Source: an optimization exercise on an open RTL-to-GDS flow (aim: small area and a short achievable clock period). Production flows keep margins and buffers that such runs may drop.
For this run, only the layout was checked, not whether the RTL still works.
Power figures rest on the tool's default switching activity, not on a simulated workload.

$ cat run.sh
#!/bin/bash
# synth_recipe.tcl (not shown) runs the flow's synth.tcl, then flattens the netlist and writes it again
# the make line also repeats each setting of config.mk as NAME=value (left out here)
make -C /OpenROAD-flow-scripts/flow DESIGN_CONFIG=/design/flow/config.mk WORK_HOME=/design/flow/orfs CLKGATE_MAP_FILE= SYNTH_SCRIPT=/design/flow/synth_recipe.tcl finish
$ cat config.mk
export PLATFORM = sky130hd
export DESIGN_NAME = CPU
export DESIGN_NICKNAME = CPU
export VERILOG_FILES = /design/flow/design.v
export SDC_FILE = /design/flow/constraint.sdc
export NUM_CORES = 4
export LEC_CHECK = 0
export CAP_MARGIN = 20
export CORE_MARGIN = 2
export CORE_UTILIZATION = 40
export SLEW_MARGIN = 20
$ cat constraint.sdc
create_clock -name core_clock -period 7.0 [get_ports {clk}]
set_input_delay 1.4000 -clock core_clock [delete_from_list [all_inputs] [get_ports {clk}]]
set_output_delay 1.4000 -clock core_clock [all_outputs]
set_load 0.01 [all_outputs]
$ cat design.v
`timescale 1ns/1ns
module alu32(a,b,f,shamt,y,zero);
parameter n = 32;
input [n-1:0] a,b;
input [3:0] f;
input [4:0] shamt;
output reg[n-1:0] y;
output zero;
wire Cout;
wire Cin;
assign Cin = (f == 4'b0001)? 1'b1:1'b0;
wire [n-1:0] adderOut;
assign zero = (y == 0)? 1:0;
always @ (a,b,f,shamt) begin
case(f)
4'b0000:
y = a + b;
4'b0001:
y = a - b;
4'b0010:
y = a & b;
4'b0011:
y = a | b;
4'b0100:
y = a ^ b;
4'b0101:
y = a << shamt;
4'b0110:
y = a >> shamt;
4'b0111:
y = a << shamt;
4'b1000:
y = a >>> shamt;
4'b1001:
y = (a < b)? (1) : (0);
default:
y = 0;
endcase
end
endmodule
`timescale 1ns/1ns
module hazard(
input [4:0] rsD, rtD, rsE, rtE,
input [4:0] writeregM, writeregW,
input regwriteM, regwriteW, regwriteE,
input memtoregE,
output reg [1:0] forwardaE, forwardbE,
output reg stallF, stallD, flushE
);
always @(*) begin 
    forwardaE <= 0;
    forwardbE <= 0;
         stallF <=        (memtoregE && ((rtE==rsD)||(rtE==rtD)) && regwriteE);
         stallD <=        (memtoregE && ((rtE==rsD)||(rtE==rtD)) && regwriteE);
         flushE <=        (memtoregE && ((rtE==rsD)||(rtE==rtD)) && regwriteE);
        if ((rsE != 0) && regwriteM && (writeregM == rsE))
                forwardaE <= 2'b10;
        else if((rsE != 0)&&regwriteW && (writeregW == rsE))
                forwardaE <= 2'b01;
        if((rsE != 0) && regwriteM && (writeregM == rtE))
                forwardbE <= 2'b10;
        else if((rsE != 0) && regwriteW && (writeregW == rtE))
                forwardbE <= 2'b01;
end 
endmodule
`timescale 1ns/1ns
module ControlUnit(RegWrite, RegDst, ALUSrc, ALUControl, Branch, MemWrite, MemtoReg, op, Funct,jump);
output reg RegWrite, RegDst, ALUSrc, Branch, MemWrite, MemtoReg,jump;
output reg[3:0] ALUControl;
input [5:0] Funct, op;
always @(*) begin 
		ALUControl	<= 4'b0001;
		ALUSrc		<= 1'b0;
		Branch	    <= 1'b0;
		MemWrite	<= 1'b0;
		MemtoReg	<= 1'b0;
		RegDst		<= 1'b1;
		RegWrite	<= 1'b1;
        jump        <= 1'b0;
		case (op)
		    6'b000000: begin
	        	ALUSrc		<= 1'b0;
	        	Branch	    <= 1'b0;
	        	MemWrite	<= 1'b0;
	        	MemtoReg	<= 1'b0;
	        	RegDst		<= 1'b1;
	        	RegWrite	<= 1'b1;
		    case(Funct)
		    6'b100000:  
		    ALUControl	<= 4'b0000;
            6'b100101:  
            ALUControl	<= 4'b0011;
            6'b100100: 
            ALUControl	<= 4'b0010;
            6'b100010:  
            ALUControl	<= 4'b0001;
            6'b101010: 
            ALUControl	<= 4'b1001;
		    endcase
		    end 
			6'b100011: begin	 
				MemWrite    <= 1'b0;
				RegDst      <= 1'b0;
				MemtoReg    <= 1'b1;
				ALUControl  <= 4'b0;
				ALUSrc      <= 1'b1;
			end
			6'b101011: begin	 
				MemWrite     <= 1'b1;
				ALUControl   <= 4'b0;
				ALUSrc       <= 1'b1;
				RegWrite     <= 1'b0;
			end
			6'b001000: begin	 
				RegDst       <= 1'b0;
				ALUControl   <= 4'b0;
				ALUSrc       <= 1'b1;
			end
			6'b000100: begin	 
			    Branch    <= 1'b1;
				RegWrite  <= 1'b0;
			end
		    6'b000010: begin	 
                jump      <= 1'b1;
			end
		endcase
	end
endmodule
`timescale 1ns/1ns
module datapath( 
   zero_flg, pc, mem_data_addr, data_to_mem, Op, Funct, MemWriteOUT,
   clk, rst, mem_to_reg_ctrl, pc_src_ctrl, alu_src_ctrl, reg_dst_ctrl, branch_ctrl,
   reg_write_en, jump_ctrl, alu_func_ctrl, instr, data_from_mem, mem_write_ctrl
   );
   input          clk;
   input 	      rst;
   input          mem_to_reg_ctrl,mem_write_ctrl,branch_ctrl;
   input 	      pc_src_ctrl;
   input          alu_src_ctrl;
   input          reg_dst_ctrl;
   input          reg_write_en;
   input 	      jump_ctrl;
   input  [3:0]   alu_func_ctrl;
   output         zero_flg;
   output [31:0]  pc;
   input  [31:0]  instr;
   output [31:0]  mem_data_addr, data_to_mem;
   input  [31:0]  data_from_mem;
   output [5:0]   Op, Funct;
   output MemWriteOUT;
   assign MemWriteOUT = MemWriteM;
   assign zero_flg = ZeroM;
   wire [31:0] 	 PC_Next_dp;
   wire [31:0] 	 PC_F_dp;
   wire [31:0] 	 PCPlus4_F_dp;
    assign PCPlus4_F_dp = PC_F_dp + 4;
    assign PC_Next_dp = (PCSrcM)? PCBranchM : PCPlus4_F_dp;  
    reg [31:0] PC_Reg;
    assign PC_F_dp = PC_Reg;
    assign pc = PC_Reg;
    reg [31:0] InstrD, PCPlus4D;
    reg [31:0] rf [0:31];
   assign Op = InstrD[31:26];
   assign Funct = InstrD[5:0];
    wire [4:0] A1, A2, Rt_D, Rd_D;
    wire [15:0] Imm_before_D;
    wire [31:0] SignImmD;
    wire [31:0] RD1, RD2;
    assign A1 = InstrD[25:21];
    assign A2 = InstrD[20:16];
    assign Imm_before_D = InstrD[15:0];
    assign Rt_D = InstrD[20:16];
    assign Rd_D = InstrD[15:11];
    assign SignImmD = {{16{Imm_before_D[15]}}, Imm_before_D[15:0]};
    reg RegWriteE, MemtoRegE, MemWriteE, BranchE, ALUSrcE, RegDstE;
    reg [3:0] ALUControlE;
    reg [31:0] RD1_E, RD2_E, SignImmE, PCPlus4E;
    reg [4:0] Rt_E, Rd_E, Rs_E;
    wire   ZFlag_E_dp;
    wire [31:0] srcAE, srcBE, shifted_Immediate_E, PCBranchE, ALU_Result;
    wire [4:0] WriteRegE;
    reg [31:0] srcA_after1, srcB_after1, writeDataE;
    assign srcAE = RD1_E;
    assign srcBE = (ALUSrcE)? SignImmE : srcB_after1;
    assign shifted_Immediate_E = (SignImmE << 2);
    assign PCBranchE = shifted_Immediate_E + PCPlus4E;
    assign WriteRegE = (RegDstE)? Rd_E : Rt_E;
    always@(*) begin 
    case(forwardaE)  
    2'b00:  srcA_after1 <= srcAE;
    2'b01:  srcA_after1 <= ResultW;
    2'b10:  srcA_after1 <= ALUOutM;
    default:  srcA_after1 <= srcAE;
    endcase
    case(forwardbE)  
    2'b00:  begin 
    srcB_after1 <= RD2_E;
    writeDataE <= RD2_E;
    end 
    2'b01: begin
    srcB_after1 <= ResultW;
    writeDataE <= ResultW;
    end 
    2'b10: begin
    srcB_after1 <= ALUOutM;
    writeDataE <= ALUOutM;
    end 
    default: begin
    srcB_after1 <= RD2_E;
    writeDataE <= RD2_E;
    end 
    endcase
    end 
    alu32 alu(.a(srcA_after1),.b(srcBE),.f(ALUControlE),.shamt(5'b0),.y(ALU_Result),.zero(ZFlag_E_dp));
    reg RegWriteM, MemtoRegM, MemWriteM, BranchM, ZeroM;
    reg [31:0] ALUOutM, WriteDataM, PCBranchM;
    reg [4:0] WriteRegM;
    wire PCSrcM;
    assign mem_data_addr =  ALUOutM;
    assign data_to_mem = (WriteRegM == WriteRegW)? ResultW : WriteDataM;
    assign PCSrcM = (BranchM & ZeroM);
    reg RegWriteW, MemtoRegW;
    reg [31:0] ALUOutW, ReadDataW;
    reg [4:0] WriteRegW;
    wire [31:0] ResultW;
    assign ResultW = (MemtoRegW) ? ReadDataW : ALUOutW;
    wire [1:0] forwardaE, forwardbE;
    wire stallF, stallD, flushE;
    hazard hz(
    .rsD(A1), .rtD(Rt_D), .rsE(Rs_E), .rtE(Rt_E),
    .writeregM(WriteRegM), .writeregW(WriteRegW),
    .regwriteM(RegWriteM), .regwriteW(RegWriteW), .regwriteE(RegWriteE),
    .memtoregE(MemtoRegE),
    .forwardaE(forwardaE), .forwardbE(forwardbE),
    .stallF(stallF), .stallD(stallD), .flushE(flushE)
    );
    reg[31:0] rd1_reg, rd2_reg;
        integer i;
    always @(negedge clk) begin 
    if(rst) begin 
     for (i = 0 ; i < 32; i = i + 1)
        rf[i] <= 0;
    end
    else begin 
     if (RegWriteW) begin 
        rf[WriteRegW] <= ResultW;
        end 
    end 
    end 
    always @(posedge clk)begin
    if(rst)begin
     PC_Reg <= 0;
     InstrD <= 0 ;
     PCPlus4D <= 0 ;
     RegWriteE <= 0 ;
     MemtoRegE <= 0 ;
     MemWriteE<= 0 ;
     BranchE<= 0 ;
     ALUSrcE<= 0 ;
     RegDstE<= 0 ;
     ALUControlE<= 0 ;
     RD1_E<= 0 ;
     RD2_E<= 0 ;
     SignImmE<= 0 ;
     PCPlus4E<= 0 ;
     Rt_E<= 0 ;
     Rd_E<= 0 ;
     Rs_E <= 0;
     RegWriteM <= 0 ;
     MemtoRegM<= 0 ;
     MemWriteM<= 0 ;
     BranchM<= 0 ;
     ZeroM<= 0 ;
     ALUOutM<= 0 ;
     WriteDataM<= 0 ;
     PCBranchM<= 0 ;
     WriteRegM<= 0 ;
     RegWriteW <= 0 ;
     MemtoRegW <= 0 ;
     ALUOutW <= 0 ; 
     ReadDataW <= 0 ;
     WriteRegW <= 0 ;
   end
    else begin 
    if(!stallF) begin 
     PC_Reg <= PC_Next_dp;
     end 
    if(!stallD) begin 
     InstrD <= instr ;
     PCPlus4D <= PCPlus4_F_dp ;
    end 
    if(!flushE) begin 
     RegWriteE <= reg_write_en ;
     MemtoRegE <= mem_to_reg_ctrl ;
     MemWriteE<= mem_write_ctrl ;
     BranchE<= branch_ctrl ;
     ALUSrcE<= alu_src_ctrl ;
     RegDstE<= reg_dst_ctrl ;
     ALUControlE<= alu_func_ctrl ;
     SignImmE<= SignImmD ;
     PCPlus4E<= PCPlus4D ;
     Rt_E  <= Rt_D ;
     Rd_E  <= Rd_D ;
     Rs_E  <= A1 ;
     RD1_E <= rf[A1] ;
     RD2_E <= rf[A2];
     end 
     else begin 
     RegWriteE <= 0 ;
     MemtoRegE <= 0 ;
     MemWriteE<= 0 ;
     BranchE<= 0 ;
     ALUSrcE<= 0 ;
     RegDstE<= 0 ;
     ALUControlE<= 0 ;
     RD1_E<= 0 ;
     RD2_E<= 0 ;
     SignImmE<= 0 ;
     PCPlus4E<= 0 ;
     Rt_E<= 0 ;
     Rd_E<= 0 ;
     Rs_E <= 0;
     end 
     RegWriteM <= RegWriteE ;
     MemtoRegM<= MemtoRegE ;
     MemWriteM<= MemWriteE ;
     BranchM<= BranchE ;
     ZeroM<= ZFlag_E_dp ;
     ALUOutM<= ALU_Result ;
     WriteDataM<= writeDataE ;
     PCBranchM<= PCBranchE ;
     WriteRegM<= WriteRegE ;
     RegWriteW <= RegWriteM ;
     MemtoRegW <= MemtoRegM ;
     ALUOutW <= ALUOutM ; 
     ReadDataW <= data_from_mem ;
     WriteRegW <= WriteRegM ;
    end 
    end
endmodule  
`timescale 1ns/1ns
module CPU(clk, rst, imem_addr, imem_data, dmem_addr, dmem_wdata, dmem_we, dmem_rdata);
input clk, rst;
output [31:0] imem_addr;
input  [31:0] imem_data;
output [31:0] dmem_addr;
output [31:0] dmem_wdata;
output        dmem_we;
input  [31:0] dmem_rdata;
wire [31:0] data_from_mem;
wire [31:0] instruction;
wire RegWrite, RegDst, ALUSrc, Branch, MemWrite, MemtoReg,jump;
wire [3:0] ALUControl;
wire [5:0] Funct, op;
wire MemWriteOut;
wire [31:0]  pc;
wire [31:0]  mem_data_addr, data_to_mem;
wire zero_unused;
datapath dp(
   .zero_flg(zero_unused),
   .pc(pc), .mem_data_addr(mem_data_addr), .data_to_mem(data_to_mem), .Op(op), .Funct(Funct),.MemWriteOUT(MemWriteOut),
   .clk(clk), .rst(rst), .mem_to_reg_ctrl(MemtoReg), .pc_src_ctrl(1'b0), .alu_src_ctrl(ALUSrc), .reg_dst_ctrl(RegDst), .branch_ctrl(Branch),
   .reg_write_en(RegWrite), .jump_ctrl(jump), .alu_func_ctrl(ALUControl),
   .instr(instruction), .data_from_mem(data_from_mem), .mem_write_ctrl(MemWrite)
   );
ControlUnit cu(.RegWrite(RegWrite), .RegDst(RegDst), .ALUSrc(ALUSrc), .ALUControl(ALUControl),
.Branch(Branch), .MemWrite(MemWrite), .MemtoReg(MemtoReg), .op(op), .Funct(Funct),.jump(jump));
assign imem_addr   = pc;
assign instruction = imem_data;
assign dmem_addr     = mem_data_addr;
assign dmem_wdata    = data_to_mem;
assign dmem_we       = MemWriteOut;
assign data_from_mem = dmem_rdata;
endmodule
==> impl_metrics.tcl <==
set metrics [dict create \
    mappedNetlistArea_um2 73500 \
    setup_viol 0 \
    slew_headroom_pct 24.4 \
    hpwl_mm 157 \
    synth_enable_flop_cells 1024 \
    r2r_start "dp.Rs_E[0]" \
    crit_start "dp.Rs_E[0]" \
    tightest_slew_ps 1130 \
    synthesis.nets 6110 \
    ys_seq_elements 1428 \
    fin_crit_sh_pct 94.4 \
    critPathArrivalTime_ps 7360 \
    grt_remaining_overflow 0 \
    clock_sinks 1428 \
    share_clk_of_total_power_pct 45.4 \
    post_route_cells_drive_above_1_share_pct 18.4 \
    crit_path_cell_trace "or4_4, o21ai_0, or4_4, buf_4, nor2_1, a21oi_1, o21ai_0, o21a_1, inv_1, ha_1, nand2b_1, nand2_1, nor4_1, o2111ai_1, a311o_1, a21o_1, a21oi_1, nand4_1, nor4_1, buf_4, nand4_1, nor2_1" \
    clk_latency_ps 840 \
    synth.yosys.warnings 4 \
    die_footprint_um2 187000 \
    avgViaCountPerCell 5.82 \
    largest_register_ffs 1024 \
    synth-async-reset-ratio_pct 0 \
    wl_met2_mm 115 \
    synth_top_area_share_pct 41.9 \
    synth_top_cells_by_area "edfxtp_1 42%, mux4_2 20%, dfxtp_1 11%" \
    gp_congestion 0.923 \
    highest_layer "met5" \
    yosysTopAreaCell "edfxtp_1" \
    slowest_delay_ps 580 \
    antenna_violations_before_repair 6 \
    cts.path.max_buffers 3 \
    worst_setup_path_start_kind "register" \
    floorplan.die.width_um 433 \
    holdCritStartpoint "dp.BranchE" \
    intPower_mw 16.7 \
    drt-initial-drc-count 6713 \
    slowest_stage "or4_4" \
    via_count 55100 \
    floorplan.core_area_um2 183000 \
    grt_setup_unrepaired "no" \
    cts.repair_timing.setup_buffer_count 0 \
    initial_utilization_pct 40.2 \
    cts-resized-gates 0 \
    power.combinational.fraction_pct 14.9 \
    detail-route-antenna-nets 0 \
    tritoncts "done" \
    ios 163 \
    run_status "finished clean" \
    portion_of_the_post_synthesis_area_used_by_sequential_elements_pct 52.9 \
    aggregate_routed_wire_length_mm 246 \
    worst_setup_hold_path_clk_slew_ps 60 \
    synth.distinct_cells 101 \
    largest_net_degree_at_the_start_of_global_routing 125 \
    setup_ws_ps 395 \
    timing.final.crit_period_ps 6610 \
    drcViolationCount 0 \
    max_fclk_mhz 151 \
    cap_viol_max_count 0 \
    area_delta_synth_final_pct 20.3 \
    share_seq_of_total_power_pct 39.7 \
    p_sw_share_pct 32.0 \
    cts-buffers-inserted 164 \
    slew_viol_final 0 \
    worst_hold_slack_ps 434 \
    detail_routed_net_length_per_standard_cell_um 26.0 \
    hold_class "register to register" \
    ir_worst_vdd_mv 0.222 \
    top_register "dp.rf" \
    detailedPlace.worstSlack_ps 132 \
    total_leakage_power_nw 34.3 \
    finalNetCount 7144 \
    power.density_cell_area_nw_per_um2 278 \
    grt_first_pass_wirelength_mm 358 \
    drt_first_pass_iters 9 \
    critPathKind "register to register" \
    floorplan_die_height_um 433 \
    critPathCaptureType "register" \
    io_buffers 162 \
    met1_length_mm 93.4 \
    grt_pass1_vias 56500 \
    critical_path_required_ps 7750 \
    track_usage_pct 26.2 \
    holdBufCountCts 0 \
    avgSynthCellArea_um2 12.4 \
    cts_root_cell "clkbuf_16" \
    worst_clock_skew_ps 83.6 \
    cts.htree.levels 4 \
    final_hold_viol_count 0 \
    critical_path_peak_fanout 39 \
    floorplan.rows 157 \
    synthesis.instances 5911 \
    wl_met3_mm 28.5 \
    synthFlopType "edfxtp_1" \
    p_switching_mw 7.86 \
    utilization_pct 48.4 \
    n_antenna_cell 0 \
]
## critical path, delay by kind of cell (launching register included)
kind	cells	cell delay, ps
AO/OA/AOI/OAI	8	2320
buffers and inverters	3	720
adder cells (fa/ha/maj)	1	280
AND/OR/NAND/NOR	10	2830
flip-flops	1	350
## stage by stage
step,power (mW),instance area (um2),std cells,setup TNS (ps)
after global routing,25.8,88300,9462,0
after global placement,14.3,79000,8141,0
final,24.6,88300,9462,0
after floorplan,12.8,73500,5911,-3690
after CTS,24.7,88300,9462,0
after detailed placement,14.3,79000,8141,0
## per-layer routing
layer	track usage (%)	vias up
li1	-	23900
met1	33.6	27600
met2	40.5	3130
met3	8.22	504
met4	12.0	6
met5	0	-
## power by group through the flow
stage	Clock, mW	Sequential, mW	Combinational, mW
detailed placement	0.865	9.88	3.57
global placement	0.865	9.86	3.56
global route	12.1	9.78	3.84
finish	11.2	9.76	3.65
floorplan	0.865	9.73	2.20
CTS	11.4	9.75	3.59
## path summary, 6_finish.rpt
kind,end,slack (ps),cells after the start
setup reg to reg,dp.ZeroM,390,22
setup / recovery,dp.ZeroM,390,22
hold reg to reg,dp.BranchM,430,1
hold / removal,dp.BranchM,430,1
## layout by cell type, fill, tap and decap left out, types with 13 or more instances in the layout
cell | netlist | layout
nor2_1 | 1433 | 1431
inv_1 | 112 | 1164
edfxtp_1 | 1024 | 1024
mux4_2 | 641 | 641
dfxtp_1 | 404 | 392
a21oi_1 | 267 | 267
nand2_1 | 241 | 212
clkbuf_16 | 0 | 166
clkdlybuf4s50_1 | 0 | 161
buf_4 | 3 | 153
nor2b_1 | 134 | 134
o21ai_0 | 132 | 132
ha_1 | 130 | 130
mux2i_1 | 109 | 77
xnor2_1 | 70 | 70
and2_1 | 68 | 67
a211oi_1 | 64 | 64
buf_12 | 0 | 62
nand3_1 | 41 | 40
mux2_2 | 40 | 40
nor3_1 | 36 | 35
xor2_1 | 33 | 33
mux2i_4 | 0 | 32
nand2b_2 | 0 | 32
nand2_2 | 1 | 30
clkinvlp_2 | 0 | 25
o21a_1 | 22 | 22
and3_1 | 22 | 21
a21o_1 | 19 | 19
nor4_1 | 20 | 19
nand4_1 | 17 | 17
o31ai_1 | 17 | 17
a22oi_1 | 16 | 16
o211ai_1 | 16 | 16
a31oi_1 | 15 | 15
bufinv_16 | 0 | 15
nand2b_1 | 46 | 13
o21bai_1 | 13 | 13
## Yosys cell counts, types with 33 or more instances
library cell	number
nand2_1	241
and2_1	68
a21oi_1	267
xor2_1	33
mux4_2	641
edfxtp_1	1024
mux2_2	40
nor2_1	1433
nor2b_1	134
o21ai_0	132
clkbuf_1	435
dfxtp_1	404
a211oi_1	64
xnor2_1	70
nand2b_1	46
mux2i_1	109
inv_1	112
nor3_1	36
buf_1	68
ha_1	130
nand3_1	41
## cell type report
class / instances / area, um2
fillers: 16100 / 94300
flip-flops and latches: 1428 / 38900
multi-input cells: 3839 / 32700
clock inverters: 1140 / 5100
clock buffers: 182 / 4260
repair buffers: 377 / 4020
well taps: 2385 / 2980
inverters: 111 / 417
## logic make-up (layout without fill, tap and decap cells)
logic type	after synthesis	in the layout	synth area share (%)
AO/OA/AOI/OAI	689	689	5.95
XOR/XNOR	103	103	1.23
adder cells (fa/ha/maj)	133	133	2.30
buffers and inverters	644	1810	3.47
flip-flops	1428	1428	52.9
multiplexers	791	791	21.8
AND/OR/NAND/NOR	2123	2123	12.4
